From an optimization exercise on the open Yosys and OpenROAD flow, aimed at small area and a short achievable clock period; shortcuts taken in it are not production practice.
Function was checked by simulation only, so behaviour that the tests miss may differ from the original.
Power and IR drop assume default switching activity.

`design/flow/design.v`:
```
`timescale 1ns / 1ps
module gen_clk (
  input        iClk,
  input        iRst,
  output       oTick100Hz,
  output       oTick1us,
  output       oTick16x,
  output [1:0] oPhase,      
  output [1:0] oFndSel,     
  output       oBlink       
);
  reg [9:0] rCnt;       
  reg       rStarted;   
  reg [3:0] rCnt10;     
  wire wTick10 = rCnt10[3] & rCnt10[1];
  always @(posedge iClk or posedge iRst) begin
    if (iRst) begin
      rCnt     <= 10'd0;
      rStarted <= 1'b0;
      rCnt10   <= 4'd0;
    end else begin
      rCnt     <= rCnt + 1'b1;
      rStarted <= 1'b1;
      rCnt10   <= wTick10 ? 4'd1 : rCnt10 + 1'b1;
    end
  end
  assign oTick100Hz = wTick10;
  assign oTick1us   = rStarted & ~rCnt[0];
  assign oTick16x   = rStarted & (rCnt[1:0] == 2'd0);
  assign oPhase     = rCnt[1:0];
  assign oFndSel    = rStarted ? (rCnt[6:5] - {1'b0, (rCnt[4:0] == 5'd0)}) : 2'd0;
  assign oBlink     = rCnt[9];
endmodule
`timescale 1ns / 1ps
module baud_rate_gen (
  input  wire iClk,
  input  wire iRst,
  output wire oTick16x
);
  assign oTick16x = 1'b0;
endmodule
`timescale 1ns / 1ps
module uart_rx (
  input  wire       iClk,
  input  wire       iRst,
  input  wire       iTick16x,
  input  wire [1:0] iPhase,    
  input  wire       iRx,
  output wire [7:0] oData,
  output wire       oValid
);
  localparam [1:0] IDLE  = 2'b00;
  localparam [1:0] START = 2'b01;
  localparam [1:0] DATA  = 2'b10;
  localparam [1:0] STOP  = 2'b11;
  reg [1:0] rState;
  reg [7:0] rData;
  reg [6:0] rCnt;      
  reg       rPend;     
  reg       rRxSync1, rRxSync2;
  wire wRx = rRxSync2;
  always @(posedge iClk or posedge iRst) begin
    if (iRst) begin
      rRxSync1 <= 1'b1;
      rRxSync2 <= 1'b1;
    end else begin
      rRxSync1 <= iRx;
      rRxSync2 <= rRxSync1;
    end
  end
  always @(posedge iClk or posedge iRst) begin
    if (iRst) begin
      rState <= IDLE;
      rPend  <= 1'b0;
    end else begin
      if (iPhase == 2'd3) rPend <= 1'b0;
      case (rState)
        IDLE:  if (!wRx) rState <= START;
        START: if (iTick16x && (rCnt[2:0] == 3'd7)) rState <= wRx ? IDLE : DATA;
        DATA:  if (iTick16x && (rCnt == 7'd127)) rState <= STOP;
        STOP: begin
          if (iTick16x && (rCnt[3:0] == 4'd15)) begin
            rState <= IDLE;
            if (wRx) rPend <= 1'b1;
          end
        end
      endcase
    end
  end
  always @(posedge iClk) begin
    case (rState)
      IDLE: rCnt <= 7'd0;
      START: begin
        if (iTick16x) begin
          if (rCnt[2:0] == 3'd7) rCnt <= 7'd0;
          else                   rCnt <= rCnt + 1'b1;
        end
      end
      default: begin
        if (iTick16x) begin
          rCnt <= rCnt + 1'b1;
          if ((rState == DATA) && (rCnt[3:0] == 4'd15)) rData <= {wRx, rData[7:1]};
        end
      end
    endcase
  end
  assign oData  = rData;
  assign oValid = rPend & (iPhase == 2'd3);
endmodule
`timescale 1ns / 1ps
module uart_tx (
  input  wire       iClk,
  input  wire       iRst,
  input  wire       iTick16x,
  input  wire [7:0] iData,
  input  wire       iValid,
  output wire       oTx,
  output wire       oBusy
);
  localparam [1:0] IDLE  = 2'b00;
  localparam [1:0] START = 2'b01;
  localparam [1:0] DATA  = 2'b10;
  localparam [1:0] STOP  = 2'b11;
  reg [1:0] rState;
  reg [7:0] rShift;
  reg [6:0] rCnt;    
  reg       rTx;
  wire wBitEnd = iTick16x & (rCnt[3:0] == 4'd15);
  always @(posedge iClk or posedge iRst) begin
    if (iRst) begin
      rState <= IDLE;
      rTx    <= 1'b1;
    end else begin
      case (rState)
        IDLE: begin
          rTx <= 1'b1;
          if (iValid) rState <= START;
        end
        START: begin
          rTx <= 1'b0;
          if (wBitEnd) rState <= DATA;
        end
        DATA: begin
          rTx <= rShift[0];
          if (wBitEnd && (rCnt[6:4] == 3'd7)) rState <= STOP;
        end
        STOP: begin
          rTx <= 1'b1;
          if (wBitEnd) rState <= IDLE;
        end
      endcase
    end
  end
  always @(posedge iClk) begin
    if (iTick16x) rCnt <= rCnt + 1'b1;
    case (rState)
      IDLE: begin
        rCnt <= 7'd0;
        if (iValid) rShift <= iData;
      end
      START: if (wBitEnd) rCnt <= 7'd0;
      DATA:  if (wBitEnd) rShift <= {1'b0, rShift[7:1]};
      default: ;
    endcase
  end
  assign oTx   = rTx;
  assign oBusy = (rState != IDLE);
endmodule
`timescale 1ns / 1ps
module Fifo (
  input  wire       iClk,
  input  wire       iRst,
  input  wire       iPush,
  input  wire [7:0] iPushData,
  output wire       oFull,
  input  wire       iPop,
  output wire [7:0] oPopData,
  output wire       oEmpty
);
  reg [7:0] rMem [0:15];
  reg [4:0] rWrPtr;
  reg [4:0] rRdPtr;
  assign oEmpty   = (rWrPtr == rRdPtr);
  assign oFull    = (rWrPtr == {~rRdPtr[4], rRdPtr[3:0]});
  assign oPopData = rMem[rRdPtr[3:0]];
  wire wPush = iPush & ~oFull;
  wire wPop  = iPop & ~oEmpty;
  always @(posedge iClk) begin
    if (wPush) rMem[rWrPtr[3:0]] <= iPushData;
  end
  always @(posedge iClk or posedge iRst) begin
    if (iRst) begin
      rWrPtr <= 5'd0;
      rRdPtr <= 5'd0;
    end else begin
      if (wPush) rWrPtr <= rWrPtr + 1'b1;
      if (wPop)  rRdPtr <= rRdPtr + 1'b1;
    end
  end
endmodule
`timescale 1ns / 1ps
module button_sync #(
  parameter P_BUTTON_WIDTH = 5
) (
  input wire                       iClk,
  input wire                       iRst,
  input wire  [P_BUTTON_WIDTH-1:0] iButtonRaw,
  output wire [P_BUTTON_WIDTH-1:0] oButtonEdge
);
  reg [P_BUTTON_WIDTH-1:0] rSync1;
  reg [P_BUTTON_WIDTH-1:0] rSync2;
  reg [P_BUTTON_WIDTH-1:0] rPrev;
  always @(posedge iClk or posedge iRst) begin
    if (iRst) begin
      rSync1 <= {P_BUTTON_WIDTH{1'b0}};
      rSync2 <= {P_BUTTON_WIDTH{1'b0}};
      rPrev  <= {P_BUTTON_WIDTH{1'b0}};
    end else begin
      rSync1 <= iButtonRaw;
      rSync2 <= rSync1;
      rPrev  <= rSync2;
    end
  end
  assign oButtonEdge = rSync2 & ~rPrev;
endmodule
`timescale 1ns / 1ps
module uart_ascii_decoder (
  input  wire [7:0] iRxData,
  input  wire       iRxValid,
  output wire       oBtnC,
  output wire       oBtnU,
  output wire       oBtnD,
  output wire       oBtnL,
  output wire       oBtnR,
  output wire       oTglSw0,
  output wire       oTglSw1,
  output wire       oTglSw2,
  output wire       oTglSw3,
  output wire       oClrSwTgl,
  output wire       oReqWatchRpt,
  output wire       oReqSr04Rpt,
  output wire       oReqTempRpt,
  output wire       oReqHumRpt
);
  wire       wLetter = iRxValid & (iRxData[7:6] == 2'b01);
  wire [4:0] wL      = iRxData[4:0];
  wire       wDigit  = iRxValid & (iRxData[7:3] == 5'b00110);  
  wire [2:0] wD      = iRxData[2:0];
  assign oBtnC        = wLetter & (wL == 5'h03);   
  assign oBtnU        = wLetter & (wL == 5'h15);   
  assign oBtnD        = wLetter & (wL == 5'h04);   
  assign oBtnL        = wLetter & (wL == 5'h0C);   
  assign oBtnR        = wLetter & (wL == 5'h12);   
  assign oClrSwTgl    = wLetter & (wL == 5'h18);   
  assign oReqWatchRpt = wLetter & (wL == 5'h17);   
  assign oReqSr04Rpt  = wLetter & (wL == 5'h13);   
  assign oReqTempRpt  = wLetter & (wL == 5'h14);   
  assign oReqHumRpt   = wLetter & (wL == 5'h08);   
  assign oTglSw0 = wDigit & (wD[2:1] == 2'd0);     
  assign oTglSw1 = wDigit & (wD[2:1] == 2'd1);     
  assign oTglSw2 = wDigit & (wD[2:1] == 2'd2);     
  assign oTglSw3 = wDigit & (wD == 3'd6);          
endmodule
`timescale 1ns / 1ps
module control_unit (
  input  wire       iClk,
  input  wire       iRst,
  input  wire [3:0] iSw,           
  input  wire [4:0] iPhysBtn,      
  input  wire [4:0] iDecBtn,       
  input  wire [3:0] iDecTglSw,
  input  wire       iDecClrSwTgl,
  output wire [3:0] oSwTgl,        
  output wire [3:0] oSwEff,        
  output wire [4:0] oBtn           
);
  reg [3:0] rSwTgl;
  always @(posedge iClk or posedge iRst) begin
    if (iRst)              rSwTgl <= 4'b0000;
    else if (iDecClrSwTgl) rSwTgl <= 4'b0000;
    else                   rSwTgl <= rSwTgl ^ iDecTglSw;
  end
  assign oSwTgl = rSwTgl;
  assign oSwEff = iSw ^ rSwTgl;
  assign oBtn   = iPhysBtn | iDecBtn;
endmodule
`timescale 1ns / 1ps
module clock_core (
  input            iClk,
  input            iRst,
  input            iTick,
  input            iBtnRunStop,
  input            iBtnInc,
  input            iBtnDec,
  input            iBtnLeft,
  input            iBtnRight,
  output reg       oHourT,      
  output reg [3:0] oHourO,      
  output reg [2:0] oMinT,
  output reg [3:0] oMinO,
  output reg [2:0] oSecT,
  output reg [3:0] oSecO,
  output reg [3:0] oCentiT,
  output reg [3:0] oCentiO,
  output reg [1:0] oEditState   
);
  localparam RUN       = 2'd0;
  localparam EDIT_SEC  = 2'd1;
  localparam EDIT_MIN  = 2'd2;
  localparam EDIT_HOUR = 2'd3;
  wire wCentiMax = (oCentiT == 4'd9) & (oCentiO == 4'd9);
  wire wSecMax   = (oSecT == 3'd5) & (oSecO == 4'd9);
  wire wMinMax   = (oMinT == 3'd5) & (oMinO == 4'd9);
  wire wSecZero  = (oSecT == 3'd0) & (oSecO == 4'd0);
  wire wMinZero  = (oMinT == 3'd0) & (oMinO == 4'd0);
  wire wHour12   = oHourT & (oHourO == 4'd2);
  wire wHour1    = ~oHourT & (oHourO == 4'd1);
  always @(posedge iClk or posedge iRst) begin
    if (iRst) begin
      oCentiT    <= 4'd0;
      oCentiO    <= 4'd0;
      oSecT      <= 3'd0;
      oSecO      <= 4'd0;
      oMinT      <= 3'd0;
      oMinO      <= 4'd0;
      oHourT     <= 1'b1;    
      oHourO     <= 4'd2;
      oEditState <= RUN;
    end else begin
      if (iBtnRunStop) oEditState <= (oEditState == RUN) ? EDIT_SEC : RUN;
      if (oEditState == RUN) begin
        if (iTick) begin
          if (oCentiO == 4'd9) begin
            oCentiO <= 4'd0;
            oCentiT <= (oCentiT == 4'd9) ? 4'd0 : oCentiT + 1'b1;
          end else begin
            oCentiO <= oCentiO + 1'b1;
          end
          if (wCentiMax) begin
            if (oSecO == 4'd9) begin
              oSecO <= 4'd0;
              oSecT <= (oSecT == 3'd5) ? 3'd0 : oSecT + 1'b1;
            end else begin
              oSecO <= oSecO + 1'b1;
            end
            if (wSecMax) begin
              if (oMinO == 4'd9) begin
                oMinO <= 4'd0;
                oMinT <= (oMinT == 3'd5) ? 3'd0 : oMinT + 1'b1;
              end else begin
                oMinO <= oMinO + 1'b1;
              end
              if (wMinMax) begin
                if (wHour12)                begin oHourT <= 1'b0; oHourO <= 4'd1; end
                else if (oHourO == 4'd9)    begin oHourT <= 1'b1; oHourO <= 4'd0; end
                else                        oHourO <= oHourO + 1'b1;
              end
            end
          end
        end
      end else begin
        if (iBtnLeft) begin
          case (oEditState)
            EDIT_SEC:  oEditState <= EDIT_MIN;
            EDIT_MIN:  oEditState <= EDIT_HOUR;
            default:   oEditState <= EDIT_SEC;
          endcase
        end else if (iBtnRight) begin
          case (oEditState)
            EDIT_SEC:  oEditState <= EDIT_HOUR;
            EDIT_MIN:  oEditState <= EDIT_SEC;
            default:   oEditState <= EDIT_MIN;
          endcase
        end
        if (iBtnInc) begin
          case (oEditState)
            EDIT_SEC: begin
              oCentiT <= 4'd0;
              oCentiO <= 4'd0;
              if (oSecO == 4'd9) begin
                oSecO <= 4'd0;
                oSecT <= (oSecT == 3'd5) ? 3'd0 : oSecT + 1'b1;
              end else begin
                oSecO <= oSecO + 1'b1;
              end
            end
            EDIT_MIN: begin
              if (oMinO == 4'd9) begin
                oMinO <= 4'd0;
                oMinT <= (oMinT == 3'd5) ? 3'd0 : oMinT + 1'b1;
              end else begin
                oMinO <= oMinO + 1'b1;
              end
            end
            default: begin
              if (wHour12)             begin oHourT <= 1'b0; oHourO <= 4'd1; end
              else if (oHourO == 4'd9) begin oHourT <= 1'b1; oHourO <= 4'd0; end
              else                     oHourO <= oHourO + 1'b1;
            end
          endcase
        end else if (iBtnDec) begin
          case (oEditState)
            EDIT_SEC: begin
              oCentiT <= 4'd0;
              oCentiO <= 4'd0;
              if (wSecZero) begin
                oSecT <= 3'd5;
                oSecO <= 4'd9;
              end else if (oSecO == 4'd0) begin
                oSecT <= oSecT - 1'b1;
                oSecO <= 4'd9;
              end else begin
                oSecO <= oSecO - 1'b1;
              end
            end
            EDIT_MIN: begin
              if (wMinZero) begin
                oMinT <= 3'd5;
                oMinO <= 4'd9;
              end else if (oMinO == 4'd0) begin
                oMinT <= oMinT - 1'b1;
                oMinO <= 4'd9;
              end else begin
                oMinO <= oMinO - 1'b1;
              end
            end
            default: begin
              if (wHour1)              begin oHourT <= 1'b1; oHourO <= 4'd2; end
              else if (oHourO == 4'd0) begin oHourT <= 1'b0; oHourO <= 4'd9; end
              else                     oHourO <= oHourO - 1'b1;
            end
          endcase
        end
      end
    end
  end
endmodule
`timescale 1ns / 1ps
module stopwatch (
  input            iClk,
  input            iRst,
  input            iTick,
  input            iRunStop,
  input            iClear,
  input            iRecordNext,
  input            iRecordPrev,
  output reg [6:0] oHour,
  output reg [6:0] oMin,
  output reg [6:0] oSec,
  output reg [6:0] oCentisec
);
  localparam [1:0] IDLE  = 2'b00;
  localparam [1:0] RUN   = 2'b01;
  localparam [1:0] STOP  = 2'b10;
  localparam [1:0] CLEAR = 2'b11;
  reg [1:0] rState;
  reg [6:0] rHour;
  reg [5:0] rMin;
  reg [5:0] rSec;
  reg [6:0] rCentisec;
  reg [5:0] rCntRow;
  reg [5:0] rCntCol;
  reg [4:0] rRdRow;
  reg [5:0] rRdCol;
  reg       rViewing;
  wire wInClear  = (rState == CLEAR);
  wire wCntFull  = rCntRow[5];                     
  wire wCntZero  = rCntRow[0] & rCntCol[0];
  wire wRdZero   = rRdRow[0] & rRdCol[0];
  wire wLapWrite = (rState == RUN) & iRunStop & ~iClear & ~wCntFull;
  wire [5:0] wRdIncCol = {rRdCol[4:0], rRdCol[5]};
  wire [5:0] wRdIncRow = rRdCol[5] ? {rRdRow, 1'b0} : {1'b0, rRdRow};
  wire       wRdLast   = (|(wRdIncRow & rCntRow)) & (|(wRdIncCol & rCntCol));
  always @(posedge iClk or posedge iRst) begin
    if (iRst) rState <= IDLE;
    else if (wInClear) begin
      if (wCntFull) rState <= IDLE;
    end
    else if (iClear)   rState <= CLEAR;
    else if (iRunStop) rState <= (rState == RUN) ? STOP : RUN;
  end
  always @(posedge iClk or posedge iRst) begin
    if (iRst) begin
      rHour     <= 7'd0;
      rMin      <= 6'd0;
      rSec      <= 6'd0;
      rCentisec <= 7'd0;
    end else if (iTick) begin
      if (rState == RUN) begin
        if (rCentisec == 7'd99) begin
          rCentisec <= 7'd0;
          if (rSec == 6'd59) begin
            rSec <= 6'd0;
            if (rMin == 6'd59) begin
              rMin  <= 6'd0;
              rHour <= (rHour == 7'd99) ? 7'd0 : rHour + 1'b1;
            end else begin
              rMin <= rMin + 1'b1;
            end
          end else begin
            rSec <= rSec + 1'b1;
          end
        end else begin
          rCentisec <= rCentisec + 1'b1;
        end
      end else if (rState != STOP) begin
        rHour     <= 7'd0;
        rMin      <= 6'd0;
        rSec      <= 6'd0;
        rCentisec <= 7'd0;
      end
    end
  end
  always @(posedge iClk or posedge iRst) begin
    if (iRst) begin
      rCntRow <= 6'b000001;
      rCntCol <= 6'b000001;
    end else if ((wInClear && wCntFull) || (!wInClear && iClear)) begin
      rCntRow <= 6'b000001;
      rCntCol <= 6'b000001;
    end else if (wInClear || wLapWrite) begin
      rCntCol <= {rCntCol[4:0], rCntCol[5]};
      if (rCntCol[5]) rCntRow <= {rCntRow[4:0], 1'b0};
    end
  end
  always @(posedge iClk or posedge iRst) begin
    if (iRst)                               rViewing <= 1'b0;
    else if (wInClear || iClear)            rViewing <= 1'b0;
    else if ((rState == RUN) || iRunStop)   rViewing <= 1'b0;
    else if (rState == STOP) begin
      if (iRecordNext) begin
        if (!rViewing && !wCntZero) rViewing <= 1'b1;
      end else if (iRecordPrev && rViewing && wRdZero) begin
        rViewing <= 1'b0;
      end
    end
  end
  always @(posedge iClk) begin
    if ((rState == STOP) && !iClear && !iRunStop) begin
      if (iRecordNext) begin
        if (!rViewing) begin
          rRdRow <= 5'b00001;
          rRdCol <= 6'b000001;
        end else if (!wRdLast) begin
          rRdCol <= wRdIncCol;
          rRdRow <= wRdIncRow[4:0];
        end
      end else if (iRecordPrev && rViewing && !wRdZero) begin
        rRdCol <= {rRdCol[0], rRdCol[5:1]};
        if (rRdCol[0]) rRdRow <= {1'b0, rRdRow[4:1]};
      end
    end
  end
  wire [25:0] wMemRData;
  stopwatch_mem u_mem (
    .iClk  (iClk),
    .iWE   (wLapWrite),
    .iWRow (rCntRow[4:0]),
    .iWCol (rCntCol),
    .iWData({rHour, rMin, rSec, rCentisec}),
    .iRRow (rRdRow),
    .iRCol (rRdCol),
    .oRData(wMemRData)
  );
  always @(*) begin
    if (wInClear) begin
      oHour     = 7'd99;
      oMin      = 7'd99;
      oSec      = 7'd99;
      oCentisec = 7'd99;
    end else if (rViewing) begin
      oHour     = wMemRData[25:19];
      oMin      = {1'b0, wMemRData[18:13]};
      oSec      = {1'b0, wMemRData[12:7]};
      oCentisec = wMemRData[6:0];
    end else begin
      oHour     = rHour;
      oMin      = {1'b0, rMin};
      oSec      = {1'b0, rSec};
      oCentisec = rCentisec;
    end
  end
endmodule
`timescale 1ns / 1ps
module stopwatch_mem (
  input  wire        iClk,
  input  wire        iWE,
  input  wire [4:0]  iWRow,     
  input  wire [5:0]  iWCol,     
  input  wire [25:0] iWData,
  input  wire [4:0]  iRRow,     
  input  wire [5:0]  iRCol,     
  output reg  [25:0] oRData
);
  reg [25:0] rMem [0:29];
  integer i, a, b;
  always @(posedge iClk) begin
    for (i = 0; i < 30; i = i + 1)
      if (iWE && iWRow[i / 6] && iWCol[i % 6]) rMem[i] <= iWData;
  end
  reg [25:0] wRow;
  always @(*) begin
    oRData = 26'd0;
    for (a = 0; a < 5; a = a + 1) begin
      wRow = 26'd0;
      for (b = 0; b < 6; b = b + 1)
        wRow = wRow | (rMem[a * 6 + b] & {26{iRCol[b]}});
      oRData = oRData | (wRow & {26{iRRow[a]}});
    end
  end
endmodule
`timescale 1ns / 1ps
module watch_top (
  input        iClk,
  input        iRst,
  input        iTick100Hz,
  input        iSw0,        
  input        iBtnCEdge,
  input        iBtnREdge,
  input        iBtnLEdge,
  input        iBtnUEdge,
  input        iBtnDEdge,
  output       oClkHourT,
  output [3:0] oClkHourO,
  output [2:0] oClkMinT,
  output [3:0] oClkMinO,
  output [2:0] oClkSecT,
  output [3:0] oClkSecO,
  output [3:0] oClkCentiT,
  output [3:0] oClkCentiO,
  output [1:0] oEditState,
  output [6:0] oSwHour,
  output [6:0] oSwMin,
  output [6:0] oSwSec,
  output [6:0] oSwCenti
);
  clock_core u_clock_core (
    .iClk       (iClk),
    .iRst       (iRst),
    .iTick      (iTick100Hz),
    .iBtnRunStop(iSw0 & iBtnCEdge),
    .iBtnInc    (iSw0 & iBtnUEdge),
    .iBtnDec    (iSw0 & iBtnDEdge),
    .iBtnLeft   (iSw0 & iBtnLEdge),
    .iBtnRight  (iSw0 & iBtnREdge),
    .oHourT     (oClkHourT),
    .oHourO     (oClkHourO),
    .oMinT      (oClkMinT),
    .oMinO      (oClkMinO),
    .oSecT      (oClkSecT),
    .oSecO      (oClkSecO),
    .oCentiT    (oClkCentiT),
    .oCentiO    (oClkCentiO),
    .oEditState (oEditState)
  );
  stopwatch u_stopwatch (
    .iClk       (iClk),
    .iRst       (iRst),
    .iTick      (iTick100Hz),
    .iRunStop   (~iSw0 & iBtnCEdge),
    .iClear     (~iSw0 & iBtnUEdge),
    .iRecordNext(~iSw0 & iBtnREdge),
    .iRecordPrev(~iSw0 & iBtnLEdge),
    .oHour      (oSwHour),
    .oMin       (oSwMin),
    .oSec       (oSwSec),
    .oCentisec  (oSwCenti)
  );
endmodule
`timescale 1ns / 1ps
module sr04_controller (
  input  wire        iClk,
  input  wire        iRst,
  input  wire        iTickUs,
  input  wire        iEcho,
  input  wire        iStart,
  output reg         oTrig,
  output wire [10:0] oDistBcd,    
  output reg         oDistanceValid
);
  localparam [2:0] IDLE      = 3'd0;
  localparam [2:0] START     = 3'd1;
  localparam [2:0] WAIT_ECHO = 3'd2;
  localparam [2:0] MEASURE   = 3'd3;
  localparam [2:0] DONE      = 3'd4;
  reg [2:0] rState;
  reg [5:0] rCnt58;    
  reg [2:0] rDistH;
  reg [3:0] rDistT;
  reg [3:0] rDistO;
  reg       rEchoSync1, rEchoSync2;
  always @(posedge iClk or posedge iRst) begin
    if (iRst) begin
      rEchoSync1 <= 1'b0;
      rEchoSync2 <= 1'b0;
    end else begin
      rEchoSync1 <= iEcho;
      rEchoSync2 <= rEchoSync1;
    end
  end
  wire wTimeout = (rDistH == 3'd5) & (rDistT == 4'd1) & (rDistO == 4'd7) & (rCnt58 == 6'd14);
  wire wTrigEnd = (rCnt58 == 6'd11);
  wire wNonZero = (rCnt58 != 6'd0) | (rDistH != 3'd0) | (rDistT != 4'd0) | (rDistO != 4'd0);
  reg wCount;    
  reg wClear;    
  always @(*) begin
    wCount = 1'b0;
    wClear = 1'b0;
    case (rState)
      START:     begin wClear = wTrigEnd; wCount = iTickUs; end
      WAIT_ECHO: begin wClear = rEchoSync2; wCount = iTickUs & ~wTimeout; end
      MEASURE:   wCount = iTickUs & rEchoSync2 & ~wTimeout;
      default:   ;
    endcase
  end
  always @(posedge iClk or posedge iRst) begin
    if (iRst) begin
      rState         <= IDLE;
      oTrig          <= 1'b0;
      oDistanceValid <= 1'b0;
    end else begin
      oTrig <= 1'b0;
      case (rState)
        IDLE: begin
          if (iStart) begin
            rState         <= START;
            oDistanceValid <= 1'b0;
          end
        end
        START: begin
          if (wTrigEnd) rState <= WAIT_ECHO;
          else          oTrig  <= 1'b1;
        end
        WAIT_ECHO: begin
          if (rEchoSync2)    rState <= MEASURE;
          else if (wTimeout) rState <= IDLE;
        end
        MEASURE: begin
          if (!rEchoSync2)   rState <= DONE;
          else if (wTimeout) rState <= IDLE;
        end
        DONE: begin
          rState <= IDLE;
          if (wNonZero) oDistanceValid <= 1'b1;
        end
        default: rState <= IDLE;
      endcase
    end
  end
  always @(posedge iClk) begin
    if ((rState == IDLE) || wClear) begin
      rCnt58 <= 6'd0;
      if (wClear) begin
        rDistH <= 3'd0;
        rDistT <= 4'd0;
        rDistO <= 4'd0;
      end
    end else if (wCount) begin
      if ((rState != START) && (rCnt58 == 6'd57)) begin
        rCnt58 <= 6'd0;
        if (rDistO == 4'd9) begin
          rDistO <= 4'd0;
          if (rDistT == 4'd9) begin
            rDistT <= 4'd0;
            rDistH <= rDistH + 1'b1;
          end else begin
            rDistT <= rDistT + 1'b1;
          end
        end else begin
          rDistO <= rDistO + 1'b1;
        end
      end else begin
        rCnt58 <= rCnt58 + 1'b1;
      end
    end
  end
  assign oDistBcd = {rDistH, rDistT, rDistO};
endmodule
`timescale 1ns / 1ps
module dht11_controller #(
  parameter integer START_LOW_US          = 1000,
  parameter integer START_RELEASE_US      = 30,
  parameter integer RESP_TIMEOUT_US       = 200,
  parameter integer BIT_TIMEOUT_US        = 120,
  parameter integer BIT_LOW_US            = 50,
  parameter integer BIT_HIGH_THRESHOLD_US = 40
)(
  input  wire      iClk,
  input  wire      iRst,
  input  wire      iTickUs,
  input  wire      iStart,
  input  wire      iData,
  output wire      oDataLow,
  output reg [7:0] oHumInt,
  output reg [7:0] oTempInt,
  output reg       oDataValid
);
  localparam [2:0] IDLE       = 3'd0;
  localparam [2:0] START_LOW  = 3'd1;
  localparam [2:0] START_HIGH = 3'd2;
  localparam [2:0] WAIT_LOW   = 3'd3;
  localparam [2:0] WAIT_HIGH  = 3'd4;
  localparam [2:0] LOW_BIT    = 3'd5;
  localparam [2:0] HIGH_BIT   = 3'd6;
  localparam [2:0] DONE       = 3'd7;
  reg [2:0] rState;
  reg [2:0] rNxt;
  reg [9:0] rStepUsCnt;
  reg [5:0] rHighUsCnt;     
  reg [5:0] rBitIdx;
  reg [7:0] rShift;         
  reg [7:0] rRxHum;
  reg [7:0] rRxTemp;
  reg [7:0] rSum;           
  reg       rHighSeen;
  reg       rRespHighSeen;
  reg       rDataSync1, rDataSync2;
  wire wD        = rDataSync2;
  wire wBitValue = (rHighUsCnt == BIT_HIGH_THRESHOLD_US);
  wire wRespTo   = (rStepUsCnt >= RESP_TIMEOUT_US);
  assign oDataLow = (rState == START_LOW);
  always @(posedge iClk or posedge iRst) begin
    if (iRst) begin
      rDataSync1 <= 1'b1;
      rDataSync2 <= 1'b1;
    end else begin
      rDataSync1 <= iData;
      rDataSync2 <= rDataSync1;
    end
  end
  always @(*) begin
    rNxt = rState;
    case (rState)
      IDLE:       if (iStart) rNxt = START_LOW;
      START_LOW:  if (rStepUsCnt >= START_LOW_US) rNxt = START_HIGH;
      START_HIGH: if (rStepUsCnt >= START_RELEASE_US) rNxt = WAIT_LOW;
      WAIT_LOW: begin
        if (!wD)          rNxt = WAIT_HIGH;
        else if (wRespTo) rNxt = IDLE;
      end
      WAIT_HIGH: begin
        if (!rRespHighSeen) begin
          if (!wD && wRespTo) rNxt = IDLE;
        end else begin
          if (!wD)          rNxt = LOW_BIT;
          else if (wRespTo) rNxt = IDLE;
        end
      end
      LOW_BIT:    if (rStepUsCnt >= BIT_LOW_US) rNxt = HIGH_BIT;
      HIGH_BIT: begin
        if (rHighSeen && !wD)                 rNxt = (rBitIdx == 6'd39) ? DONE : LOW_BIT;
        else if (rStepUsCnt >= BIT_TIMEOUT_US) rNxt = IDLE;
      end
      default:    rNxt = IDLE;
    endcase
  end
  wire wStay    = (rNxt == rState);
  wire wCapture = (rState == HIGH_BIT) & rHighSeen & ~wD;    
  wire [7:0] wByte = {rShift[6:0], wBitValue};
  always @(posedge iClk or posedge iRst) begin
    if (iRst) begin
      rState     <= IDLE;
      oDataValid <= 1'b0;
    end else begin
      rState <= rNxt;
      if ((rState == DONE) && (rSum == rShift)) oDataValid <= 1'b1;
    end
  end
  always @(posedge iClk) begin
    if (!wStay)       rStepUsCnt <= 10'd0;
    else if (iTickUs) rStepUsCnt <= rStepUsCnt + 1'b1;
    if (rState == WAIT_LOW)  rRespHighSeen <= 1'b0;
    if ((rState == WAIT_HIGH) && wStay && wD) rRespHighSeen <= 1'b1;
    if (rState == WAIT_HIGH) rBitIdx <= 6'd0;
    if (rState == LOW_BIT) begin
      rHighUsCnt <= 6'd0;
      rHighSeen  <= 1'b0;
    end
    if ((rState == HIGH_BIT) && wStay && wD) begin
      rHighSeen <= 1'b1;
      if (iTickUs && !wBitValue) rHighUsCnt <= rHighUsCnt + 1'b1;
    end
    if (wCapture) begin
      rShift  <= wByte;
      rBitIdx <= rBitIdx + 1'b1;
      if (rBitIdx[2:0] == 3'd7) begin
        case (rBitIdx[5:3])
          3'd0: begin rRxHum <= wByte; rSum <= wByte; end
          3'd2: begin rRxTemp <= wByte; rSum <= rSum + wByte; end
          3'd4: ;                               
          default: rSum <= rSum + wByte;
        endcase
      end
    end
    if ((rState == DONE) && (rSum == rShift)) begin
      oHumInt  <= rRxHum;
      oTempInt <= rRxTemp;
    end
  end
endmodule
`timescale 1ns / 1ps
module uart_ascii_sender (
  input  wire       iClk,
  input  wire       iRst,
  input  wire       iTxFifoFull,
  output wire [7:0] oTxData,
  output wire       oTxPushValid,
  input  wire [7:0] iLoopData,
  input  wire       iLoopValid,
  input  wire       iReqWatchReport,
  input  wire       iReqSr04Report,
  input  wire       iReqTempReport,
  input  wire       iReqHumReport,
  input  wire       iWatchBcd,       
  input  wire [6:0] iWatchHour,
  input  wire [6:0] iWatchMin,
  input  wire [6:0] iWatchSec,
  input  wire [10:0] iSr04Bcd,       
  input  wire       iSr04Valid,
  input  wire [7:0] iDhtHumInt,
  input  wire [7:0] iDhtTempInt,
  input  wire       iDhtDataValid
);
  localparam [1:0] ST_IDLE   = 2'd0;
  localparam [1:0] ST_LOAD   = 2'd1;
  localparam [1:0] ST_ASSERT = 2'd2;
  localparam [2:0] SRC_LOOP  = 3'd0;
  localparam [2:0] SRC_WATCH = 3'd1;
  localparam [2:0] SRC_SR04  = 3'd2;
  localparam [2:0] SRC_TEMP  = 3'd3;
  localparam [2:0] SRC_HUM   = 3'd4;
  reg [1:0]  rState;
  reg [2:0]  rSrc;
  reg [4:0]  rIdx;
  reg        rPush;
  reg        rLoopPending, rWatchPending, rSr04Pending, rTempPending, rHumPending;
  reg [7:0]  rLoopBuf;
  reg [21:0] rSnap;
  reg [4:0] wLast;
  always @(*) begin
    case (rSrc)
      SRC_WATCH: wLast = 5'd17;
      SRC_SR04:  wLast = 5'd13;
      SRC_TEMP:  wLast = 5'd11;
      SRC_HUM:   wLast = 5'd10;
      default:   wLast = 5'd0;
    endcase
  end
  wire wMore = (rIdx != wLast);
  wire wAnyPending = rLoopPending | rWatchPending | rSr04Pending | rTempPending | rHumPending;
  always @(posedge iClk or posedge iRst) begin
    if (iRst) begin
      rState        <= ST_IDLE;
      rPush         <= 1'b0;
      rLoopPending  <= 1'b0;
      rWatchPending <= 1'b0;
      rSr04Pending  <= 1'b0;
      rTempPending  <= 1'b0;
      rHumPending   <= 1'b0;
    end else begin
      rPush <= 1'b0;
      if (iLoopValid)      rLoopPending  <= 1'b1;
      if (iReqWatchReport) rWatchPending <= 1'b1;
      if (iReqSr04Report)  rSr04Pending  <= 1'b1;
      if (iReqTempReport)  rTempPending  <= 1'b1;
      if (iReqHumReport)   rHumPending   <= 1'b1;
      case (rState)
        ST_IDLE: begin
          if (wAnyPending) rState <= ST_LOAD;
          if (rLoopPending)       rLoopPending  <= 1'b0;
          else if (rWatchPending) rWatchPending <= 1'b0;
          else if (rSr04Pending)  rSr04Pending  <= 1'b0;
          else if (rTempPending)  rTempPending  <= 1'b0;
          else if (rHumPending)   rHumPending   <= 1'b0;
        end
        ST_LOAD: rState <= ST_ASSERT;
        default: begin
          if (!iTxFifoFull) begin
            rPush  <= 1'b1;
            rState <= wMore ? ST_LOAD : ST_IDLE;
          end
        end
      endcase
    end
  end
  always @(posedge iClk) begin
    if (iLoopValid) rLoopBuf <= iLoopData;
    if (rPush && wMore) rIdx <= rIdx + 1'b1;
    if (rState == ST_IDLE) begin
      if (wAnyPending) rIdx <= 5'd0;
      if (rLoopPending) begin
        rSrc       <= SRC_LOOP;
        rSnap[7:0] <= iLoopValid ? iLoopData : rLoopBuf;
      end else if (rWatchPending) begin
        rSrc  <= SRC_WATCH;
        rSnap <= {iWatchBcd, iWatchHour, iWatchMin, iWatchSec};
      end else if (rSr04Pending) begin
        rSrc        <= SRC_SR04;
        rSnap[11:0] <= {iSr04Valid, iSr04Bcd};
      end else if (rTempPending) begin
        rSrc       <= SRC_TEMP;
        rSnap[8:0] <= {iDhtDataValid, iDhtTempInt};
      end else if (rHumPending) begin
        rSrc       <= SRC_HUM;
        rSnap[8:0] <= {iDhtDataValid, iDhtHumInt};
      end
    end
  end
  reg [6:0] wWatchField;
  always @(*) begin
    case (rIdx)
      5'd8, 5'd9:   wWatchField = rSnap[20:14];
      5'd11, 5'd12: wWatchField = rSnap[13:7];
      default:      wWatchField = rSnap[6:0];
    endcase
  end
  wire [7:0] wConvIn = (rSrc == SRC_WATCH) ? {1'b0, wWatchField} : rSnap[7:0];
  wire [3:0] wConvT  = (wConvIn / 8'd10) % 8'd10;
  wire [3:0] wConvO  = wConvIn % 8'd10;
  reg wTens;
  always @(*) begin
    case (rSrc)
      SRC_WATCH: wTens = (rIdx == 5'd8) | (rIdx == 5'd11) | (rIdx == 5'd14);
      SRC_TEMP:  wTens = (rIdx == 5'd7);
      default:   wTens = (rIdx == 5'd6);
    endcase
  end
  wire       wBcd   = (rSrc == SRC_WATCH) & rSnap[21];
  wire [3:0] wDigit = wBcd  ? (wTens ? {1'b0, wWatchField[6:4]} : wWatchField[3:0])
                            : (wTens ? wConvT : wConvO);
  wire [7:0] wAsc   = {4'h3, wDigit};
  reg [7:0] rChar;
  always @(*) begin
    rChar = " ";
    case (rSrc)
      SRC_LOOP: rChar = rSnap[7:0];
      SRC_WATCH: begin
        case (rIdx)
          5'd0:  rChar = 8'h0D;
          5'd1:  rChar = 8'h0A;
          5'd2:  rChar = "W";
          5'd3:  rChar = "A";
          5'd4:  rChar = "T";
          5'd5:  rChar = "C";
          5'd6:  rChar = "H";
          5'd7:  rChar = " ";
          5'd10: rChar = ":";
          5'd13: rChar = ":";
          5'd16: rChar = 8'h0D;
          5'd17: rChar = 8'h0A;
          5'd8, 5'd9, 5'd11, 5'd12, 5'd14, 5'd15: rChar = wAsc;
          default: rChar = " ";
        endcase
      end
      SRC_SR04: begin
        case (rIdx)
          5'd0:  rChar = 8'h0D;
          5'd1:  rChar = 8'h0A;
          5'd2:  rChar = "S";
          5'd3:  rChar = "R";
          5'd4:  rChar = "0";
          5'd5:  rChar = "4";
          5'd6:  rChar = " ";
          5'd7:  rChar = rSnap[11] ? {5'b00110, rSnap[10:8]} : "-";
          5'd8:  rChar = rSnap[11] ? {4'h3, rSnap[7:4]} : "-";
          5'd9:  rChar = rSnap[11] ? {4'h3, rSnap[3:0]} : "-";
          5'd10: rChar = "c";
          5'd11: rChar = "m";
          5'd12: rChar = 8'h0D;
          5'd13: rChar = 8'h0A;
          default: rChar = " ";
        endcase
      end
      SRC_TEMP: begin
        case (rIdx)
          5'd0:  rChar = 8'h0D;
          5'd1:  rChar = 8'h0A;
          5'd2:  rChar = "T";
          5'd3:  rChar = "E";
          5'd4:  rChar = "M";
          5'd5:  rChar = "P";
          5'd6:  rChar = " ";
          5'd7, 5'd8: rChar = rSnap[8] ? wAsc : "-";
          5'd9:  rChar = "C";
          5'd10: rChar = 8'h0D;
          5'd11: rChar = 8'h0A;
          default: rChar = " ";
        endcase
      end
      default: begin
        case (rIdx)
          5'd0:  rChar = 8'h0D;
          5'd1:  rChar = 8'h0A;
          5'd2:  rChar = "H";
          5'd3:  rChar = "U";
          5'd4:  rChar = "M";
          5'd5:  rChar = " ";
          5'd6, 5'd7: rChar = rSnap[8] ? wAsc : "-";
          5'd8:  rChar = "%";
          5'd9:  rChar = 8'h0D;
          5'd10: rChar = 8'h0A;
          default: rChar = " ";
        endcase
      end
    endcase
  end
  assign oTxData      = rChar;
  assign oTxPushValid = rPush;
endmodule
`timescale 1ns / 1ps
module fnd_controller (
  input  [1:0] iSel,
  input  [3:0] iSwEff,        
  input        iBlink,
  input  [1:0] iEditState,
  input        iClkHourT,
  input  [3:0] iClkHourO,
  input  [2:0] iClkMinT,
  input  [3:0] iClkMinO,
  input  [2:0] iClkSecT,
  input  [3:0] iClkSecO,
  input  [3:0] iClkCentiT,
  input  [3:0] iClkCentiO,
  input  [6:0] iSwHour,
  input  [6:0] iSwMin,
  input  [6:0] iSwSec,
  input  [6:0] iSwCenti,
  input        iSr04Valid,
  input [10:0] iSr04Bcd,
  input        iDhtValid,
  input  [6:0] iDhtTemp,
  input  [6:0] iDhtHum,
  output [7:0] oFndFont,
  output [3:0] oFndCom
);
  function [3:0] f_digit;    
    input [6:0] v;
    input       tens;
    begin
      f_digit = tens ? (v / 7'd10) : (v % 7'd10);
    end
  endfunction
  function [6:0] f_seg;      
    input [3:0] d;
    begin
      case (d)
        4'd0: f_seg = 7'h40;
        4'd1: f_seg = 7'h79;
        4'd2: f_seg = 7'h24;
        4'd3: f_seg = 7'h30;
        4'd4: f_seg = 7'h19;
        4'd5: f_seg = 7'h12;
        4'd6: f_seg = 7'h02;
        4'd7: f_seg = 7'h78;
        4'd8: f_seg = 7'h00;
        4'd9: f_seg = 7'h10;
        default: f_seg = 7'h7F;
      endcase
    end
  endfunction
  reg [3:0] wClkHm, wClkSc, wSr04;
  always @(*) begin
    case (iSel)
      2'd0: begin wClkHm = iClkMinO;            wClkSc = iClkCentiO;          wSr04 = iSr04Bcd[3:0]; end
      2'd1: begin wClkHm = {1'b0, iClkMinT};    wClkSc = iClkCentiT;          wSr04 = iSr04Bcd[7:4]; end
      2'd2: begin wClkHm = iClkHourO;           wClkSc = iClkSecO;            wSr04 = {1'b0, iSr04Bcd[10:8]}; end
      default: begin wClkHm = {3'b0, iClkHourT}; wClkSc = {1'b0, iClkSecT};   wSr04 = 4'd0; end
    endcase
  end
  wire [3:0] wSwHm = f_digit(iSel[1] ? iSwHour : iSwMin,   iSel[0]);
  wire [3:0] wSwSc = f_digit(iSel[1] ? iSwSec  : iSwCenti, iSel[0]);
  wire [3:0] wDht  = iDhtValid ? f_digit(iSel[1] ? iDhtTemp : iDhtHum, iSel[0]) : 4'd0;
  wire [3:0] wSr   = iSr04Valid ? wSr04 : 4'd0;
  wire [6:0] wSegClkHm = f_seg(wClkHm);
  wire [6:0] wSegClkSc = f_seg(wClkSc);
  wire [6:0] wSegSwHm  = f_seg(wSwHm);
  wire [6:0] wSegSwSc  = f_seg(wSwSc);
  wire [6:0] wSegDht   = f_seg(wDht);
  wire [6:0] wSegSr    = f_seg(wSr);
  wire [6:0] wSegClk   = iSwEff[1] ? wSegClkHm : wSegClkSc;
  wire [6:0] wSegSw    = iSwEff[1] ? wSegSwHm  : wSegSwSc;
  wire [6:0] wSegWatch = iSwEff[0] ? wSegClk   : wSegSw;
  wire [6:0] wSegSens  = iSwEff[3] ? wSegDht   : wSegSr;
  assign oFndFont = {(iSel != 2'd2), (iSwEff[2] ? wSegSens : wSegWatch)};
  wire wBlinkOn = ~iSwEff[2] & iSwEff[0] & iBlink;
  wire wHi = wBlinkOn & (((iEditState == 2'd1) & ~iSwEff[1]) | ((iEditState == 2'd3) & iSwEff[1]));
  wire wLo = wBlinkOn & (iEditState == 2'd2) & iSwEff[1];
  wire [3:0] wCom = ~(4'b0001 << iSel);
  assign oFndCom = wCom | {wHi, wHi, wLo, wLo};
endmodule
`timescale 1ns / 1ps
module Top (
  input        iClk,
  input        iRst,
  input        iRx,
  output       oTx,
  input        iSw0,
  input        iSw1,
  input        iSw2,
  input        iSw3,
  input        iBtnC,
  input        iBtnU,
  input        iBtnD,
  input        iBtnL,
  input        iBtnR,
  input        iSr04Echo,
  output       oSr04Trig,
  input        iDht11Data,
  output       oDht11DataLow,
  output [3:0] oFndCom,
  output [7:0] oFndFont
);
  wire       wTick100Hz, wTick1us, wTick16x, wBlink;
  wire [1:0] wPhase, wFndSel;
  gen_clk u_gen_clk (
    .iClk      (iClk),
    .iRst      (iRst),
    .oTick100Hz(wTick100Hz),
    .oTick1us  (wTick1us),
    .oTick16x  (wTick16x),
    .oPhase    (wPhase),
    .oFndSel   (wFndSel),
    .oBlink    (wBlink)
  );
  wire [7:0] wRxData;
  wire       wRxValid;
  uart_rx u_uart_rx (
    .iClk    (iClk),
    .iRst    (iRst),
    .iTick16x(wTick16x),
    .iPhase  (wPhase),
    .iRx     (iRx),
    .oData   (wRxData),
    .oValid  (wRxValid)
  );
  wire [4:0] wDecBtn;
  wire [3:0] wDecTgl;
  wire       wDecClr, wReqW, wReqS, wReqT, wReqH;
  uart_ascii_decoder u_dec (
    .iRxData     (wRxData),
    .iRxValid    (wRxValid),
    .oBtnC       (wDecBtn[4]),
    .oBtnU       (wDecBtn[3]),
    .oBtnD       (wDecBtn[2]),
    .oBtnL       (wDecBtn[1]),
    .oBtnR       (wDecBtn[0]),
    .oTglSw0     (wDecTgl[0]),
    .oTglSw1     (wDecTgl[1]),
    .oTglSw2     (wDecTgl[2]),
    .oTglSw3     (wDecTgl[3]),
    .oClrSwTgl   (wDecClr),
    .oReqWatchRpt(wReqW),
    .oReqSr04Rpt (wReqS),
    .oReqTempRpt (wReqT),
    .oReqHumRpt  (wReqH)
  );
  wire [4:0] wPhysBtn;
  button_sync #(.P_BUTTON_WIDTH(5)) u_button_sync (
    .iClk       (iClk),
    .iRst       (iRst),
    .iButtonRaw ({iBtnC, iBtnU, iBtnD, iBtnL, iBtnR}),
    .oButtonEdge(wPhysBtn)
  );
  wire [3:0] wSwTgl, wSwEff;
  wire [4:0] wBtn;    
  control_unit u_control_unit (
    .iClk        (iClk),
    .iRst        (iRst),
    .iSw         ({iSw3, iSw2, iSw1, iSw0}),
    .iPhysBtn    (wPhysBtn),
    .iDecBtn     (wDecBtn),
    .iDecTglSw   (wDecTgl),
    .iDecClrSwTgl(wDecClr),
    .oSwTgl      (wSwTgl),
    .oSwEff      (wSwEff),
    .oBtn        (wBtn)
  );
  wire wSr04Start  = wBtn[4] &  wSwEff[2] & ~wSwEff[3];
  wire wDht11Start = wBtn[4] &  wSwEff[2] &  wSwEff[3];
  wire       wClkHourT;
  wire [3:0] wClkHourO, wClkMinO, wClkSecO, wClkCentiT, wClkCentiO;
  wire [2:0] wClkMinT, wClkSecT;
  wire [1:0] wEditState;
  wire [6:0] wSwHour, wSwMin, wSwSec, wSwCenti;
  watch_top u_watch_top (
    .iClk      (iClk),
    .iRst      (iRst),
    .iTick100Hz(wTick100Hz),
    .iSw0      (wSwEff[0]),
    .iBtnCEdge (wBtn[4]),
    .iBtnUEdge (wBtn[3]),
    .iBtnDEdge (wBtn[2]),
    .iBtnLEdge (wBtn[1]),
    .iBtnREdge (wBtn[0]),
    .oClkHourT (wClkHourT),
    .oClkHourO (wClkHourO),
    .oClkMinT  (wClkMinT),
    .oClkMinO  (wClkMinO),
    .oClkSecT  (wClkSecT),
    .oClkSecO  (wClkSecO),
    .oClkCentiT(wClkCentiT),
    .oClkCentiO(wClkCentiO),
    .oEditState(wEditState),
    .oSwHour   (wSwHour),
    .oSwMin    (wSwMin),
    .oSwSec    (wSwSec),
    .oSwCenti  (wSwCenti)
  );
  wire [10:0] wSr04Bcd;
  wire        wSr04Valid;
  sr04_controller u_sr04_controller (
    .iClk          (iClk),
    .iRst          (iRst),
    .iTickUs       (wTick1us),
    .iEcho         (iSr04Echo),
    .iStart        (wSr04Start),
    .oTrig         (oSr04Trig),
    .oDistBcd      (wSr04Bcd),
    .oDistanceValid(wSr04Valid)
  );
  wire [7:0] wDhtHumInt, wDhtTempInt;
  wire       wDhtDataValid;
  dht11_controller #(.START_LOW_US(1000)) u_dht11_controller (
    .iClk      (iClk),
    .iRst      (iRst),
    .iTickUs   (wTick1us),
    .iStart    (wDht11Start),
    .iData     (iDht11Data),
    .oDataLow  (oDht11DataLow),
    .oHumInt   (wDhtHumInt),
    .oTempInt  (wDhtTempInt),
    .oDataValid(wDhtDataValid)
  );
  wire [7:0] wTxData, wTxFifoData;
  wire       wTxPush, wTxFifoFull, wTxFifoEmpty, wTxBusy;
  wire       wTxFifoPop = ~wTxFifoEmpty & ~wTxBusy;
  uart_ascii_sender u_sender (
    .iClk           (iClk),
    .iRst           (iRst),
    .iTxFifoFull    (wTxFifoFull),
    .oTxData        (wTxData),
    .oTxPushValid   (wTxPush),
    .iLoopData      (wRxData),
    .iLoopValid     (wRxValid),
    .iReqWatchReport(wReqW),
    .iReqSr04Report (wReqS),
    .iReqTempReport (wReqT),
    .iReqHumReport  (wReqH),
    .iWatchBcd      (wSwEff[0]),
    .iWatchHour     (wSwEff[0] ? {2'b00, wClkHourT, wClkHourO} : wSwHour),
    .iWatchMin      (wSwEff[0] ? {wClkMinT, wClkMinO} : wSwMin),
    .iWatchSec      (wSwEff[0] ? {wClkSecT, wClkSecO} : wSwSec),
    .iSr04Bcd       (wSr04Bcd),
    .iSr04Valid     (wSr04Valid),
    .iDhtHumInt     (wDhtHumInt),
    .iDhtTempInt    (wDhtTempInt),
    .iDhtDataValid  (wDhtDataValid)
  );
  Fifo u_uart_tx_fifo (
    .iClk     (iClk),
    .iRst     (iRst),
    .iPush    (wTxPush),
    .iPushData(wTxData),
    .oFull    (wTxFifoFull),
    .iPop     (wTxFifoPop),
    .oPopData (wTxFifoData),
    .oEmpty   (wTxFifoEmpty)
  );
  uart_tx u_uart_tx (
    .iClk    (iClk),
    .iRst    (iRst),
    .iTick16x(wTick16x),
    .iData   (wTxFifoData),
    .iValid  (wTxFifoPop),
    .oTx     (oTx),
    .oBusy   (wTxBusy)
  );
  fnd_controller u_fnd_controller (
    .iSel      (wFndSel),
    .iSwEff    (wSwEff),
    .iBlink    (wBlink),
    .iEditState(wEditState),
    .iClkHourT (wClkHourT),
    .iClkHourO (wClkHourO),
    .iClkMinT  (wClkMinT),
    .iClkMinO  (wClkMinO),
    .iClkSecT  (wClkSecT),
    .iClkSecO  (wClkSecO),
    .iClkCentiT(wClkCentiT),
    .iClkCentiO(wClkCentiO),
    .iSwHour   (wSwHour),
    .iSwMin    (wSwMin),
    .iSwSec    (wSwSec),
    .iSwCenti  (wSwCenti),
    .iSr04Valid(wSr04Valid),
    .iSr04Bcd  (wSr04Bcd),
    .iDhtValid (wDhtDataValid),
    .iDhtTemp  (wDhtTempInt[6:0]),
    .iDhtHum   (wDhtHumInt[6:0]),
    .oFndFont  (oFndFont),
    .oFndCom   (oFndCom)
  );
endmodule
```
`design/flow/flow/run.sh`:
```
#!/bin/bash
# Layout flow:
#  1. the standard synthesis (standard.sh synth), unchanged.
#  2. Area re-mapping of the combinational logic only: the synthesized
#     netlist's flip-flops are kept as they are (same instances, names and
#     cell types); all other cells are flattened to their logic functions and
#     mapped again with ABC (flow/abc_resynth.script), avoiding the
#     platform's don't-use cells; then tie cells and pass-through buffers as
#     in ORFS synthesis.
set -euo pipefail
WD=$(pwd)
RES=$WD/orfs/results/$FLOW_PLATFORM/Top/base
LIB=$FLOW_HOME/platforms/$FLOW_PLATFORM/lib/sky130_fd_sc_hd__tt_025C_1v80.lib

bash standard.sh synth > standard_synth.log 2>&1

cp $RES/1_2_yosys.v $WD/standard_synth_netlist.v
DONT_USE=$(sed -n '/^export DONT_USE_CELLS += \\/,/^#/p' $FLOW_HOME/platforms/$FLOW_PLATFORM/config.mk \
  | grep -o 'sky130_fd_sc_hd__[a-z0-9_]*' | sed 's/^/-dont_use /' | tr '\n' ' ')
cat > $WD/resynth.ys <<EOT
read_liberty -ignore_miss_func $LIB
blackbox sky130_fd_sc_hd__df* sky130_fd_sc_hd__edf* sky130_fd_sc_hd__sdf* sky130_fd_sc_hd__sedf* sky130_fd_sc_hd__dl* sky130_fd_sc_hd__sdl*
read_verilog $WD/standard_synth_netlist.v
hierarchy -top $FLOW_TOP
flatten
opt_clean
abc -liberty $LIB -script $WD/flow/abc_resynth.script $DONT_USE
opt_clean -purge
setundef -zero
hilomap -singleton -hicell sky130_fd_sc_hd__conb_1 HI -locell sky130_fd_sc_hd__conb_1 LO
splitnets
opt_clean -purge
insbuf -buf sky130_fd_sc_hd__buf_4 A X
stat -liberty $LIB
write_verilog -noattr -noexpr -nohex -nodec $WD/resynth_netlist.v
EOT
yosys -l $WD/resynth.log -q $WD/resynth.ys > /dev/null 2>&1
cp $WD/resynth_netlist.v $RES/1_2_yosys.v
touch $RES/1_2_yosys.v

bash standard.sh SETUP_SLACK_MARGIN=41 finish > standard.log 2>&1
```
`design/flow/flow/abc_resynth.script`:
```
strash
&get -n
&fraig -x
&put
scorr
dc2
strash
&get -n
&dch -f
&nf
&put
strash
&get -n
&dch -f
&nf
&put
```
`design/flow/standard.sh`:
```
#!/bin/bash
# synth_recipe.tcl (not shown) runs the flow's synth.tcl, then flattens the netlist and writes it again
# the make line also repeats each setting of config.mk as NAME=value (left out here)
make -C /OpenROAD-flow-scripts/flow DESIGN_CONFIG=/design/flow/config.mk WORK_HOME=/design/flow/orfs CLKGATE_MAP_FILE= SYNTH_SCRIPT=/design/flow/synth_recipe.tcl "${@:-finish}"
```
`design/flow/config.mk`:
```
export PLATFORM = sky130hd
export DESIGN_NAME = Top
export DESIGN_NICKNAME = Top
export VERILOG_FILES = /design/flow/design.v
export SDC_FILE = /design/flow/constraint.sdc
export NUM_CORES = 4
export LEC_CHECK = 0
export ABC_AREA = 1
export CAP_MARGIN = 20
export CORE_MARGIN = 2
export CORE_UTILIZATION = 40
export CTS_BUF_LIST = sky130_fd_sc_hd__clkbuf_16
export CTS_CLUSTER_DIAMETER = 100
export CTS_CLUSTER_SIZE = 25
export SLEW_MARGIN = 20
```
`design/flow/constraint.sdc`:
```
create_clock -name core_clock -period 70.0 [get_ports {iClk}]
set_input_delay 14.0000 -clock core_clock [delete_from_list [all_inputs] [get_ports {iClk}]]
set_output_delay 14.0000 -clock core_clock [all_outputs]
set_load 0.01 [all_outputs]
```
==> results of run 1 <==
-- layer usage --
metal  wire [um]  GRT usage [%]  up-vias  part of all wire, %
li1            -              -    14709                    -
met1       59600           31.5    16526                   43
met2       63400           33.8     1498                   46
met3       12200           2.75      190                  8.8
met4        3270           5.13        0                  2.4
met5           0              0        -                    0
-- power by group through the flow --
stage | clock network (W) | registers, W | logic [W]
2_1_floorplan | 0 | 0.000920 | 0.000205
3_3_place_gp | 0 | 0.000923 | 0.000315
3_5_place_dp | 0 | 0.000924 | 0.000316
4_1_cts | 0.000379 | 0.000908 | 0.000321
5_1_grt | 0.000403 | 0.000916 | 0.000358
6_report | 0.000372 | 0.000909 | 0.000325
-- state kept, by name, summed over array words and instances (netlist names), 8 cells and up, named ones only --
register and count:
u_sender.rLoopBuf 8, u_watch_top.u_stopwatch.u_mem.rMem 780, u_uart_tx_fifo.rMem 128, u_dht11_controller.rRxHum 8
u_dht11_controller.oTempInt 8, u_dht11_controller.rStepUsCnt 10, u_dht11_controller.rRxTemp 8, u_uart_tx.rShift 8
u_gen_clk.rCnt 10, u_dht11_controller.rShift 8, u_dht11_controller.rSum 8, u_dht11_controller.oHumInt 8
u_sender.rSnap 22, u_uart_rx.rData 8
-- repair_timing --
action                     CTS  global route
buffers inserted            15             5
cloned                       4             0
gates resized for setup    107            15
setup endpoints to repair   11            11
pin swaps                   15            14
-- final cells by class --
class / instances / area, um^2
inverter: 57 / 245
timing repair inverter: 2 / 32.5
fill: 11075 / 68500
clock inverter: 48 / 251
multi-input combinational: 2267 / 14400
clock buffer: 55 / 1380
sequential: 1219 / 35500
tap: 1637 / 2050
timing repair buffer: 119 / 1120
-- stage by stage --
stage	util, %	std cells	hold slack, ns
3_3_place_gp	42.7	5275	0.332
5_1_grt	44.5	5404	0.367
4_1_cts	44.4	5397	0.363
6_report	44.5	5404	0.360
2_1_floorplan	-	3543	0.331
3_5_place_dp	42.7	5275	0.337
-- final timing paths --
path | from | to | slack [ns] | cells past startpoint
max | iSw0 | oFndFont[2] | 40.66 | 7
min | u_button_sync.rSync1[3] | u_button_sync.rSync2[3] | 0.36 | 0
max reg2reg | u_sender.rIdx[2] | u_uart_tx_fifo.rMem[12][2] | 63.13 | 18
min reg2reg | u_button_sync.rSync1[3] | u_button_sync.rSync2[3] | 0.36 | 0
max in group asynchronous | iRst | u_uart_tx_fifo.rRdPtr[1] | 54.67 | 3
min in group asynchronous | iRst | u_watch_top.u_stopwatch.rCntCol[1] | 13.91 | 2
-- placed cells by master (no fill, tap or decap), types with 27 or more instances in the layout --
master,count
buf_4,77
a222oi_1,149
mux4_2,35
xor2_1,32
xnor2_1,52
and3_2,28
nor3_1,97
nor2_1,269
a31oi_1,141
clkbuf_16,55
dfxtp_1,44
o21ai_0,163
nand3_1,71
dfrtp_1,133
nand2_1,368
clkinv_1,55
inv_1,44
and3_1,39
a21oi_1,188
and2_0,29
nand2b_1,27
edfxtp_1,1032
a22oi_1,144
==> flow_summary.toml, run 1 <==
[outcome]
status = "finished clean"

[clocking]
clockBufferDepth = 3
h-tree-depth = 2
clk_latency_ns = 0.71
clk_pin_slew_worst_paths_ns = 0.10
numCtsBuffers = 55
cts_tree = "built"
cts_hold_buf = 0
cts_sinks = 1219
cts_root_buf = "clkbuf_16"

[sta]
skew_ns = 0.0436
finalSetupViolations = 0
layout_setup_ws_ns = 40.66
finalHoldViolations = 0
tightest_slew_ns = 1.18
relSlewSlack_pct = 21.3
period_share_pct = 41.9
finalCriticalPeriod_ns = 29.34
rsz0062_at_grt = "yes"
slew_violations = 0
tns_ns = 0
clock.fmax_mhz = 34.1

[floorplanning]
start_util_pct = 40.3
fp.dieArea_um2 = 127000
fp.dieW_um = 357
core-area_um2 = 123000
die_h_um = 357
placementRows = 129
io_pins = 29

[place]
io_buffers = 28
dp_hpwl_um = 79500
globalplace.congestion = 0.869
dp_slack_ns = 38.85
placed_area_um2 = 52700

[power_and_ir_drop]
p_sw_w = 0.000487
power_switching_share_pct = 30.3
fin_total_pwr_w = 0.00161
power.internal_w = 0.00112
ir_drop_mv = 0.0219
leakagePower_nw = 17.6
power_frac_comb_pct = 20.2
p_clk_share_pct = 23.2
p_seq_share_pct = 56.6
p_per_area_nw_per_um2 = 29.2

[final_layout]
finish.instance_area_um2 = 54900
antenna_cells = 0
fin_nets = 3735
syn_to_final_growth_pct = 10.5
drive_above_1_share_pct = 7.30

[grt]
grt.total_usage_pct = 21.4
grt_max_degree = 94
grt_antenna_before_repair = 2
grt_pass1_vias = 31426
grt-ovfl-total = 0
grt_pass1_wl_um = 206000

[setup_path]
worstSetupStartpointType = "input port"
slowest_stage = "o31a_1"
path_cells = "buf_8 -> xnor2_4 -> buf_12 -> clkinv_16 -> o31a_1 -> o22ai_4 -> buf_6"
end_kind = "primary output"
criticalPathCategory = "in2out"
crit_required_ns = 56.00
slowest_delay_ns = 0.34
arrival_ns = 15.34
crit_family = "compound AO/OA/AOI/OAI gates"
cp_max_fo = 5
crit_buf_inv = 4

[detailed_routing]
drt-vias-per-instance = 6.09
first_pass_iters = 7
drtAntennaViolNets = 0
wl_per_cell_um = 25.6
drc = 0
drtIter0Drc = 4658
wl_um = 138000
vias = 32923

[run]
drv_cap = 0

[synthesis]
yosysWarnings = 14
synth_nets = 3557
synth_area_um2 = 49700
netlist_instances = 3543
syn_avg_cell_area_um2 = 14.0

[worst_hold_path]
hold_class = "reg2reg"
==> run 2: changes to the inputs <==
--- a/design/flow/config.mk
+++ b/design/flow/config.mk
@@ -8,8 +8,9 @@
 export ABC_AREA = 1
 export CAP_MARGIN = 20
 export CORE_MARGIN = 2
-export CORE_UTILIZATION = 40
+export CORE_UTILIZATION = 60
 export CTS_BUF_LIST = sky130_fd_sc_hd__clkbuf_16
 export CTS_CLUSTER_DIAMETER = 100
 export CTS_CLUSTER_SIZE = 25
+export PLACE_DENSITY = 0.7
 export SLEW_MARGIN = 20
==> run 2 against run 1 <==
  * First-iteration DRC count up 3.8%
  * Wire length down 0.27%
  * Die area down 33%
  * Critical path type unchanged
==> flow_summary.toml, run 2 <==
[final_layout]
fin_nets = 3734
largest_reg_flops = 780
final_cell_mix = "1032 x edfxtp_1, 370 x nand2_1, 269 x nor2_1, 186 x a21oi_1, 158 x o21ai_0"
antenna_cells = 0
layout_commonest_cell = "edfxtp_1"
top_regs = "u_watch_top.u_stopwatch.u_mem.rMem: 780 flops, u_uart_tx_fifo.rMem: 128 flops, u_sender.rSnap: 22 flops"
syn_to_final_growth_pct = 9.00
regMostFlops = "u_watch_top.u_stopwatch.u_mem.rMem"
drive_above_1_share_pct = 7.70

[power_and_ir_drop]
p_per_area_nw_per_um2 = 29.6
power.internal_w = 0.00112
p_clk_share_pct = 22.7
ir_drop_mv = 0.0267
power_switching_share_pct = 30.3
p_sw_w = 0.000487
fin_total_pwr_w = 0.00161
p_seq_share_pct = 56.6
power_frac_comb_pct = 20.7
leakagePower_nw = 17.5

[detailed_routing]
first_pass_iters = 9
drc = 0
vias = 33608
drtIter0Drc = 4835
drt-vias-per-instance = 6.95
wl_per_cell_um = 28.6
wl_um = 138000
drtAntennaViolNets = 0

[floorplanning]
core-area_um2 = 82100
placementRows = 105
start_util_pct = 60.6
fp.dieArea_um2 = 85200
io_pins = 29
fp.dieW_um = 292
die_h_um = 292

[grt]
grt.total_usage_pct = 32.2
grt_antenna_before_repair = 4
grt_pass1_vias = 32490
grt_max_degree = 105
grt_pass1_wl_um = 205000
grt-ovfl-total = 0

[setup_path]
path_cells = "buf_8 -> xnor2_4 -> buf_12 -> clkinv_16 -> buf_6 -> buf_6 -> buf_6 -> a221oi_2 -> a21oi_1 -> buf_2"
arrival_ns = 15.33
criticalPathCategory = "in2out"
reg2reg_from = "u_sender.rIdx[2]"
crit_buf_inv = 7
startpoint = "iSw0"
worstSetupStartpointType = "input port"
critPathMostFrequentCell = "buf_6"
crit_required_ns = 56.00
crit_family = "buffers and inverters"
end_kind = "primary output"
cp_max_fo = 5
slowest_stage = "a221oi_2"
slowest_delay_ns = 0.25

[clocking]
cts_hold_buf = 0
h-tree-depth = 2
numCtsBuffers = 55
clockBufferDepth = 3
cts_sinks = 1219
clk_pin_slew_worst_paths_ns = 0.10
cts_root_buf = "clkbuf_16"
clk_latency_ns = 0.69
cts_tree = "built"

[place]
dp_hpwl_um = 81500
globalplace.congestion = 0.921
io_buffers = 28

[sta]
period_share_pct = 41.9
relSlewSlack_pct = 19.5
clock.fmax_mhz = 34.1
slew_violations = 0
finalSetupViolations = 0
finalCriticalPeriod_ns = 29.33
tightest_slew_ns = 1.21
skew_ns = 0.0614
finalHoldViolations = 0
tns_ns = 0
rsz0062_at_grt = "yes"

[worst_hold_path]
hp-start = "u_button_sync.rSync1[1]"
hold_class = "reg2reg"

[synthesis]
syn_avg_cell_area_um2 = 14.0
yosysWarnings = 14
synth_nets = 3557
synth_area_um2 = 49700
netlist_instances = 3543

[outcome]
status = "finished clean"

[run]
drv_cap = 0
==> run 2: per-stage QoR <==
step                area, um^2  cells  setup slack [ns]  hold WS, ns  utilization, %
finish                   54200   4836             40.67        0.360            66.0
global placement         52000   4701             39.22        0.332            63.3
CTS                      54100   4828             40.65        0.358            65.8
global route             54200   4836             40.63        0.372            66.0
detailed placement       52000   4701             39.26        0.336            63.3
floorplan                49800   3543             40.50        0.331               -
==> run 2: cell type report <==
cell class / instances / area, um^2
Timing Repair inverter: 1 / 16.3
Sequential cell: 1219 / 35500
Timing Repair Buffer: 118 / 1070
Clock inverter: 48 / 264
Tap cell: 1070 / 1340
Multi-Input combinational cell: 2268 / 14400
Inverter: 57 / 245
Clock buffer: 55 / 1380
Fill cell: 5776 / 27900
==> run 2: final timing paths <==
kind | to | slack (ns) | cells past startpoint
worst max-delay path | oFndFont[4] | 40.67 | 10
worst min-delay path | u_button_sync.rSync2[1] | 0.36 | 0
worst max register to register | u_uart_tx_fifo.rMem[4][2] | 63.07 | 18
worst min register to register | u_button_sync.rSync2[1] | 0.36 | 0
max in group asynchronous | u_watch_top.u_clock_core.oEditState[0] | 54.58 | 3
min in group asynchronous | u_dht11_controller.rState[0] | 13.82 | 2
==> run 2: repair_timing <==
item | 4_1_cts | 5_1_grt
endpoints found under the setup margin | 11 | 11
buffers inserted | 20 | 7
resized for setup | 108 | 21
gates cloned | 4 | 0
pin swaps | 18 | 13
==> run 2: per-layer routing <==
metal	global-route usage, %	vias up	wire length [um]
li1	-	14677	-
met1	43.6	16688	53100
met2	52.7	1850	65700
met3	5.77	381	13300
met4	12.1	12	5950
met5	0	-	72
==> run 2: power by group through the flow <==
stage / Combinational [W] / Clock [W] / Sequential (W)
finish: 0.000332 / 0.000365 / 0.000910
global route: 0.000363 / 0.000392 / 0.000916
floorplan: 0.000205 / 0 / 0.000920
detailed placement: 0.000319 / 0 / 0.000924
global placement: 0.000313 / 0 / 0.000921
CTS: 0.000325 / 0.000366 / 0.000908

what the ideal ports hide:
How much do the figures lean on ideal ports? The routed layouts below were timed once more, with nothing changed but the port constraints. Step 1 sets driving cells, clkbuf_16 on the clock port and buf_2 on the other inputs (assumed; they add their load-dependent delay and slew). Step 2 also shifts input and output timing later by t, the mid clock arrival at the registers, as if the neighbouring blocks saw the same clock. a / b / c = ideal ports / drivers / drivers and shift; a / b = the first two.
| run | shift t [ns] | slack for setup (ns) | cell pins on the clock port's net |
|---|---|---|---|
| run 1 | 0.752 | 40.657 / 40.599 / 40.599 | 1 |
| run 2 | 0.721 | 40.667 / 40.627 / 40.627 | 1 |
After both steps setup and hold are still met in every run listed. The setup slack of run 1, which loses most, moves by -0.058 ns with the drivers and by -0.058 ns with both steps.
